Context: an optimization exercise on an open-source flow, tuned for small area. The choices shown serve that exercise and are no tape-out recipe.
The RTL was checked by simulation tests, not by an equivalence proof against the original design.

Setup of job 401:
// main
module main(clk, rst, enable, funcao, reset, para, filete1, filete2, filete3, filete4, membpeg, membsai, fio1, fio2, fio3, fio4);
    input clk;
    input rst;
    input funcao;
    input enable;
    input reset;
    input para;
    input [1:4] membpeg;
    output [6:0] filete1;
    output [6:0] filete2;
    output [6:0] filete3;
    output [6:0] filete4;
    output [6:0] fio1;
    output [6:0] fio2;
    output [6:0] fio3;
    output [6:0] fio4;
    output [1:4] membsai;
    localparam CONF = 2'd0, CRON = 2'd1, TEMP = 2'd2, PARAR = 2'd3;
    wire [15:0] num;    
    wire [15:0] tgt;    
    tecladinho tec(clk, rst, membpeg, membsai, tgt, num);
    reg  [1:0]  estado;
    reg         flag;     
    reg  [15:0] shown;    
    reg  [15:0] run;      
    reg  [6:0]  pulsos;   
    wire conf = (estado == CONF);
    wire cron = (estado == CRON);
    wire par  = (estado == PARAR);
    wire go   = ~conf & ~par;
    wire press = ~para & flag;
    wire up    = cron | (par & ~funcao);
    wire [15:0] x = run ^ tgt;
    wire [16:0] l;
    assign l[0] = 1'b0;
    genvar i;
    generate for (i = 0; i < 16; i = i + 1) begin : cmp
        assign l[i+1] = x[i] ? tgt[i] : l[i];
    end endgenerate
    wire ltt  = l[16];
    wire neq  = |x;
    wire nz   = |run;
    wire active = up ? neq : nz;
    localparam [6:0] P_START = 7'b0010001;
    wire tick = pulsos[6] & ~pulsos[5] & pulsos[3] & ~pulsos[2] & ~pulsos[1];
    wire stp  = tick & (up ? ltt : nz);
    wire [15:0] passo;
    separa st(run, up, passo);
    wire zsel = conf ? (enable & ~funcao) : up;
    wire hp  = ~conf & press;             
    wire rL  = conf | (~hp & ~reset & (par | ~stp));
    wire rP  = ~conf & ~press & stp & (go | reset);
    wire rR  = ~rL & ~rP;
    wire sL  = ~rst & (conf | (~reset & (par ? ~press : ~stp)));
    wire sP  = ~rst & go & stp;
    wire sR  = ~rst & ((go & ~stp & reset) | (par & press));
    wire sH  = ~rst & par & ~press & reset;
    wire pA  = ~hp & ~conf & active & (go | reset);
    wire pS  = conf | (~hp & ~reset & (par | ~active)) | (pA & tick);
    wire pV  = pA & ~tick;
    wire pH  = ~pS & ~pA;
    wire [6:0] pshift = {pulsos[5:0], pulsos[6] ^ pulsos[0]};
    always @(posedge clk) begin
        flag   <= para;
        run    <= ({16{rL & ~zsel}} & tgt) | ({16{rP}} & passo) | ({16{rR}} & run);
  ...
Size: roughly 750 cells after synthesis, roughly 79 flip-flops, ~70 I/O pins, about 4900 um^2 of cells after synthesis.
Settings: LEC_CHECK=0, ABC_AREA=1, CAP_MARGIN=20, CORE_MARGIN=2, CORE_UTILIZATION=80, SLEW_MARGIN=20; clock period 13.0 ns.
standard.sh (not shown) runs the stock make flow with config.mk's settings and CLKGATE_MAP_FILE= SYNTH_SCRIPT=/design/flow/synth_recipe.tcl, a recipe that flattens the netlist after the stock synthesis.
==> flow/flow/run.sh <==
#!/bin/bash
# The standard layout (standard.sh, ORFS) with these changes, made through
# the environment:
#  - after floorplan, the combinational logic is resynthesised for area with
#    OpenROAD's restructure (flow/restructure.tcl; ABC's log in rmp/abc.log);
#  - ports are buffered with the smallest buffer;
#  - the clock tree uses clkbuf_4 and no dummy loads.
# make's full output goes to standard.log; each ORFS step writes its own log
# under orfs/logs.
export POST_FLOORPLAN_TCL="$PWD/flow/restructure.tcl"
export FLOW_RMP_DIR="$PWD/rmp"
export BUFFER_PORTS_ARGS="-buffer_cell sky130_fd_sc_hd__buf_1"
export CTS_ARGS="-sink_clustering_enable -repair_clock_nets -dont_use_dummy_load -buf_list sky130_fd_sc_hd__clkbuf_4"
bash standard.sh > standard.log 2>&1
Other scripts of this flow, unchanged in this note and not shown: flow/flow/restructure.tcl
Per the final summary, job 401 finished and its layout is clean on timing, DRC and antenna.
Changes in job 3238 relative to job 401:
Settings: CORE_UTILIZATION now 60, was 80.
==> flow/flow/run.sh <==
#!/bin/bash
# The standard layout (standard.sh, ORFS) with these changes, made through
# the environment:
#  - after floorplan, the combinational logic is resynthesised for area with
#    OpenROAD's restructure (flow/restructure.tcl; ABC's log in rmp/abc.log);
#  - ports are buffered with the smallest buffer;
#  - the clock tree uses a clkbuf_8 root, clkbuf_4 buffers below it and no
#    dummy loads.
# make's full output goes to standard.log; each ORFS step writes its own log
# under orfs/logs.
export POST_FLOORPLAN_TCL="$PWD/flow/restructure.tcl"
export FLOW_RMP_DIR="$PWD/rmp"
export BUFFER_PORTS_ARGS="-buffer_cell sky130_fd_sc_hd__buf_1"
export CTS_ARGS="-sink_clustering_enable -repair_clock_nets -dont_use_dummy_load -root_buf sky130_fd_sc_hd__clkbuf_8 -tree_buf sky130_fd_sc_hd__clkbuf_4 -buf_list sky130_fd_sc_hd__clkbuf_4"
bash standard.sh > standard.log 2>&1
- Job 3238 vs. job 401: post-layout utilization of the core went down by 17 points, placed cell area went up by about 0.9%.
- Count of cell instances traversed by the critical path sits higher in job 3238 than in job 401.
- Per the comparison of job 3238 with job 401, global-route wire length before repair climbed 7.5%; wire length picked up an extra 6.0%.
## Diff of input files: job 2112 against job 3238
==> flow/flow/run.sh <==
#!/bin/bash
# The standard layout (standard.sh, ORFS) with these changes, made through
# the environment:
#  - after floorplan, the combinational logic is resynthesised for area with
#    OpenROAD's restructure (flow/restructure.tcl; ABC's log in rmp/abc.log);
#  - ports are buffered with the smallest buffer;
#  - the clock tree uses a clkbuf_8 root, clkbuf_4 buffers and no dummy loads.
# make's full output goes to standard.log; each ORFS step writes its own log
# under orfs/logs.
export POST_FLOORPLAN_TCL="$PWD/flow/restructure.tcl"
export FLOW_RMP_DIR="$PWD/rmp"
export BUFFER_PORTS_ARGS="-buffer_cell sky130_fd_sc_hd__buf_1"
export CTS_ARGS="-sink_clustering_enable -repair_clock_nets -dont_use_dummy_load -root_buf sky130_fd_sc_hd__clkbuf_8 -buf_list sky130_fd_sc_hd__clkbuf_4"
bash standard.sh > standard.log 2>&1
### Flow results
Comparing job 2112 against job 3238, there is no change at all in clock period minus worst slack.
Job 2112 -> job 3238: area growth from synthesis to layout delta 0, exact match
Diff job 3238..job 2112 | number of antenna violations at the first check in global routing | unchanged
Comparing job 2112 against job 3238, there is no change at all in floorplan die height.

static timing again, ports no longer ideal:
Ports are ideal in the flow. The routed layouts listed here were re-timed in OpenROAD.
Step 1 assumes that a clkbuf_16 drives the clock port and a buf_2 every other input.
Step 2 moves the port delays by t, midway between the first and last clock arrival at a register: inputs arrive t later, outputs are due t later. That takes back most of the time a late clock gives input paths.
Three values: ideal, step 1, step 2; two values: the first two.
run | t, ns | setup slack, ns | worst data-port slew with drivers (ns)
job 401 | 0.440 | 7.841 / 7.849 / 7.409 | 0.03
job 3238 | 0.373 | 7.826 / 7.836 / 7.463 | 0.03
job 2112 | 0.373 | 7.826 / 7.836 / 7.463 | 0.03
After both steps setup and hold are still met in every run listed. The setup slack of job 401, which loses most, moves by +0.008 ns with the drivers and by -0.432 ns with both steps.
